From an optimization exercise on the open Yosys and OpenROAD flow, aimed at small area, a short achievable clock period and few clock cycles per item; shortcuts taken in it are not production practice. Function was not checked in any run shown here: the RTL went through the layout flow alone. Power and IR drop assume default switching activity.

==> flow/design.v (outline; a module is shown in full before it is edited, if it fits) <==
// module wallace_multi: 1935 lines
// module mfa: 4 lines
// module mha: 4 lines
module wallace_multi (
    input clk,
    input rst,
    input [15:0] a,
    input [15:0] b,
    output reg [31:0] p,
    output reg done
);
  // ...
==> flow/run.sh <==
#!/bin/bash
# synth_recipe.tcl (not shown) runs the flow's synth.tcl, then flattens the netlist and writes it again
# the make line also repeats each setting of config.mk as NAME=value (left out here)
make -C /OpenROAD-flow-scripts/flow DESIGN_CONFIG=/design/flow/config.mk WORK_HOME=/design/flow/orfs CLKGATE_MAP_FILE= SYNTH_SCRIPT=/design/flow/synth_recipe.tcl finish
==> flow/config.mk <==
export PLATFORM = sky130hd
export DESIGN_NAME = wallace_multi
export DESIGN_NICKNAME = wallace_multi
export VERILOG_FILES = /design/flow/design.v
export SDC_FILE = /design/flow/constraint.sdc
export NUM_CORES = 4
export LEC_CHECK = 0
export CAP_MARGIN = 20
export CORE_MARGIN = 2
export CORE_UTILIZATION = 40
export SLEW_MARGIN = 20
export SYNTH_HIERARCHICAL = 1
==> flow/constraint.sdc <==
create_clock -name core_clock -period 4.0 [get_ports {clk}]
set_input_delay 0.8000 -clock core_clock [delete_from_list [all_inputs] [get_ports {clk}]]
set_output_delay 0.8000 -clock core_clock [all_outputs]
set_load 0.01 [all_outputs]
==> results.cfg, run 1 <==
[status]
outcome = timing/DRC/antenna clean

[pwr]
switching_share_pct = 34.6
power.switching_mw = 3.27

[detailed_routing]
drtIter0Drc = 351
dr.pass1.iters = 4

[synth]
syn_inst = 939
synth_cell_type_count = 42
synthTopCellsByArea = dfxtp_1 (37%), fa_1 (36%), nor2_1 (8.8%)

[place]
place_hpwl_um = 15900

[finish]
fillers = 2405
largest_register = p
multi_input_cells = 619
clkbuf_count = 27
seq_area_um2 = 4220
fin_cells = 1332

[worst_hold_path]
whs_endpoint = p[0]$_DFF_P_
hp-start = r1037$_DFF_P_

[sta]
tightest_slew_ns = 0.767
fmax_mhz = 326
worst_slack_ns = 0.930

[setup_path]
rr_startpoint = b_r[2]$_DFF_P_
rr_worst_depth = 5
critPathLaunch = b_r[2]$_DFF_P_
cp.arrival_ns = 3.46

[grt]
busiest_layer = met2
grt_usage_pct = 15.9

[job]
drv_cap = 0

[clock_tree]
cts_num_sinks = 210
==> run 2: changes to the inputs <==
--- a/flow/config.mk
+++ b/flow/config.mk
@@ -10,2 +10,3 @@
 export CORE_UTILIZATION = 40
+export SETUP_SLACK_MARGIN = 1.5
 export SLEW_MARGIN = 20
==> results.cfg, run 2 <==
[setup_path]
cp_slowest_cell = fa_1
worst_setup_path_start_kind = register
crit_required_ns = 4.46
critPathLaunch = r423$_DFF_P_
max_stage_delay_ns = 0.58
critPathCaptureType = register
path_buf_inv = 1
path_class = register to register
path_cells = fa_1 -> ha_4 -> ha_4 -> a21o_1 -> a221oi_4 -> o32ai_4 -> nor2_2 -> fa_1 -> inv_1
path_delay_family = adder cells
rr_startpoint = r423$_DFF_P_
cp_max_fo = 4
cp.arrival_ns = 3.11

[floorplanning]
die_width_um = 170
row_count = 60
floorplan.initialDensity_pct = 40.8
dieArea_um2 = 28900
fp.dieH_um = 170
io_pins = 67
coreArea_um2 = 27000

[synth]
avgSynthCellArea_um2 = 11.7
synth_seq_cells = 210
netlist.area_leader.share_pct = 37.5
synth_flop_cell = dfxtp_1
synth_cell_type_count = 42
synth_edf_count = 0
yosysWarnings = 7
yosysMostFrequentCell = nor2_1
yosys.area.top_type = dfxtp_1
synth_area_um2 = 11000
syn_inst = 939
synthTopCellsByArea = dfxtp_1 (37%), fa_1 (36%), nor2_1 (8.8%)
async_reset_ff_share_pct = 1.90
synth-seq-area-share_pct = 38.4
synth_common_cells = nor2_1 (259), dfxtp_1 (206), fa_1 (199)
synth_nets = 1217

[sta]
fin_skew_ns = 0.0295
fin_tns_setup_ns = 0
fin_crit_ns = 2.64
maxSlewViolCount = 0
setup_viol_count_final = 0
rsz0062_at_grt = true
hold_slack_ns = 0.324
timing.final.hold_violations = 0
post-route-period-util_pct = 66.1
fmax_mhz = 378

[finish]
nets = 1393
fillers = 2133
final_cell_mix = nor2_1 (179), dfxtp_1 (169), fa_1 (114), buf_4 (102), fa_2 (85)
top_regs = p x32, a_r x16, b_r x16
postLayoutCellArea_um2 = 15100
largest_register = p
final_core_util_pct = 56.1
area_growth_pct = 37.3
drive_gt1_share_pct = 37.1
final_common_cell = nor2_1
largest_reg_flops = 32

[grt]
grt_usage_pct = 18.5
antenna_found_initial = 1
grt_pass1_vias = 7912
grt_pass1_wl_um = 40900
overflow = 0
grt_max_degree = 17

[pwr]
power.switching_mw = 3.83
power.internal_mw = 7.40
switching_share_pct = 34.1
ir_worst_vdd_mv = 0.408
p_total_mw = 11.2
p_leak_nw = 6.60
p_clk_share_pct = 21.6
p_seq_share_pct = 28.9
p_comb_share_pct = 49.5
p_per_area_nw_per_um2 = 743

[place]
place_area_um2 = 12200
gp_congestion = 0.860
place_hpwl_um = 16300
numPortBuffers = 66

[detailed_routing]
drcViolationCount = 0
via_per_inst = 4.99
ant_nets = 0
dr.pass1.iters = 5
wl_per_cell_um = 18.0
vias = 7356
drt_wl_total_um = 26600
drtIter0Drc = 589

[clock_tree]
cts.clk_slew.worst_paths_ns = 0.06
cts_hold_buf = 0
h-tree-depth = 1
cts_buffers = 24
cts_num_sinks = 210
insertion_delay_ns = 0.54
clk_path_buf_depth = 3
root_buffer = clkbuf_16
tritoncts = done

[worst_hold_path]
hp-start = r1039$_DFF_P_
hp-class = register to register

[job]
drv_cap = 0

[status]
outcome = timing/DRC/antenna clean
## run 2: cell count changes in the layout (fill, tap and decap cells not counted), moves of 37 or more
cell / previous run / this run
nor2_2: 0 / 51
dfxtp_1: 206 / 169
fa_1: 199 / 114
buf_4: 12 / 102
fa_2: 0 / 85
nor2_1: 259 / 179
## run 2: final timing paths
check	endpoint	slack [ns]	cells after the start
worst min register to register	p[1]$_DFF_P_	0.32	0
worst max-delay path	r1058$_DFF_P_	1.36	9
worst min-delay path	p[1]$_DFF_P_	0.32	0
worst max register to register	r1058$_DFF_P_	1.36	9
min in group asynchronous	v[0]$_DFF_PN0_	0.47	1
max in group asynchronous	done$_DFF_PN0_	3.34	1
## run 2: cell type report
cell class,count,area [um^2],share of cell area [%]
multi-input combinational,619,7140,47.3
timing repair buffer,214,2120,14.1
clock buffer,28,636,4.21
clock inverter,16,258,1.71
inverter,46,173,1.14
tap,341,427,2.82
sequential,210,4350,28.8
antenna,1,2.50,0.0166
## run 2: through the flow
| stage | setup WS, ns | std cells |
|---|---|---|
| floorplan | 1.32 | 939 |
| global placement | 0.976 | 1289 |
| detailed placement | 0.952 | 1289 |
| CTS | 1.29 | 1427 |
| global route | 1.25 | 1474 |
| finish | 1.36 | 1475 |
## run 2: timing repair
action	in CTS	in global routing
gates resized for setup	180	73
setup buffers	94	45
cloned	0	2
setup endpoints to repair	77	37
pin swaps	35	48
endpoints found under the hold margin	0	0
## run 2: per-layer routing
| layer | global-route usage, % | up-vias | wire, um |
|---|---|---|---|
| li1 | - | 3238 | - |
| met1 | 22.1 | 3657 | 9880 |
| met2 | 32.0 | 349 | 13200 |
| met3 | 4.40 | 112 | 2190 |
| met4 | 7.66 | 0 | 1360 |
| met5 | 0 | - | 0 |
## run 2: cell families after synthesis
group,Yosys count,share of synthesized area (%)
buf+inv,110,3.83
flops,210,38.4
compound gates,60,4.03
other cells,1,0.0341
fa+ha+maj,244,41.3
simple gates,291,10.6
xor+xnor,23,1.83
## run 2: per-module statistics from Yosys (local to each module, per instance)
module / times used / flip-flops and latches / cells / area (um^2)
wallace_multi: 1 / 210 / 729 / 6910
mfa: 195 / 0 / 1 / 20.0
mha: 15 / 0 / 1 / 12.5
## run 2: power groups by stage
stage          registers (mW)  logic, mW  clock network, mW
2_1_floorplan            3.28       3.28                  0
3_3_place_gp             3.32       4.46                  0
5_1_grt                  3.33       6.26               2.58
6_report                 3.25       5.55               2.42
4_1_cts                  3.26       5.27               2.50
3_5_place_dp             3.34       4.49                  0

## port drivers added, routing unchanged
The results above use ideal ports. As a check the final layouts listed here were re-extracted and re-timed, cells and wires unchanged. Step 1 sets driving cells, clkbuf_16 on the clock port and buf_2 on the other inputs (assumed; they add their load-dependent delay and slew). Step 2, shift: input delay + t, output delay - t, t = (earliest + latest rising clock arrival at the registers) / 2. This alone moves slack from input paths to output paths. Slacks: no drivers / after step 1 / after step 2; pairs: no drivers / after step 1.
run	t, ns	slack for setup (ns)	worst hold slack (ns)	worst setup path at the end
run 1	0.558	0.930 / 0.930 / 0.930	0.324 / 0.324 / 0.324	register to register
run 2	0.577	1.356 / 1.356 / 1.356	0.324 / 0.324 / 0.324	register to register
After both steps setup and hold are still met in every run listed.
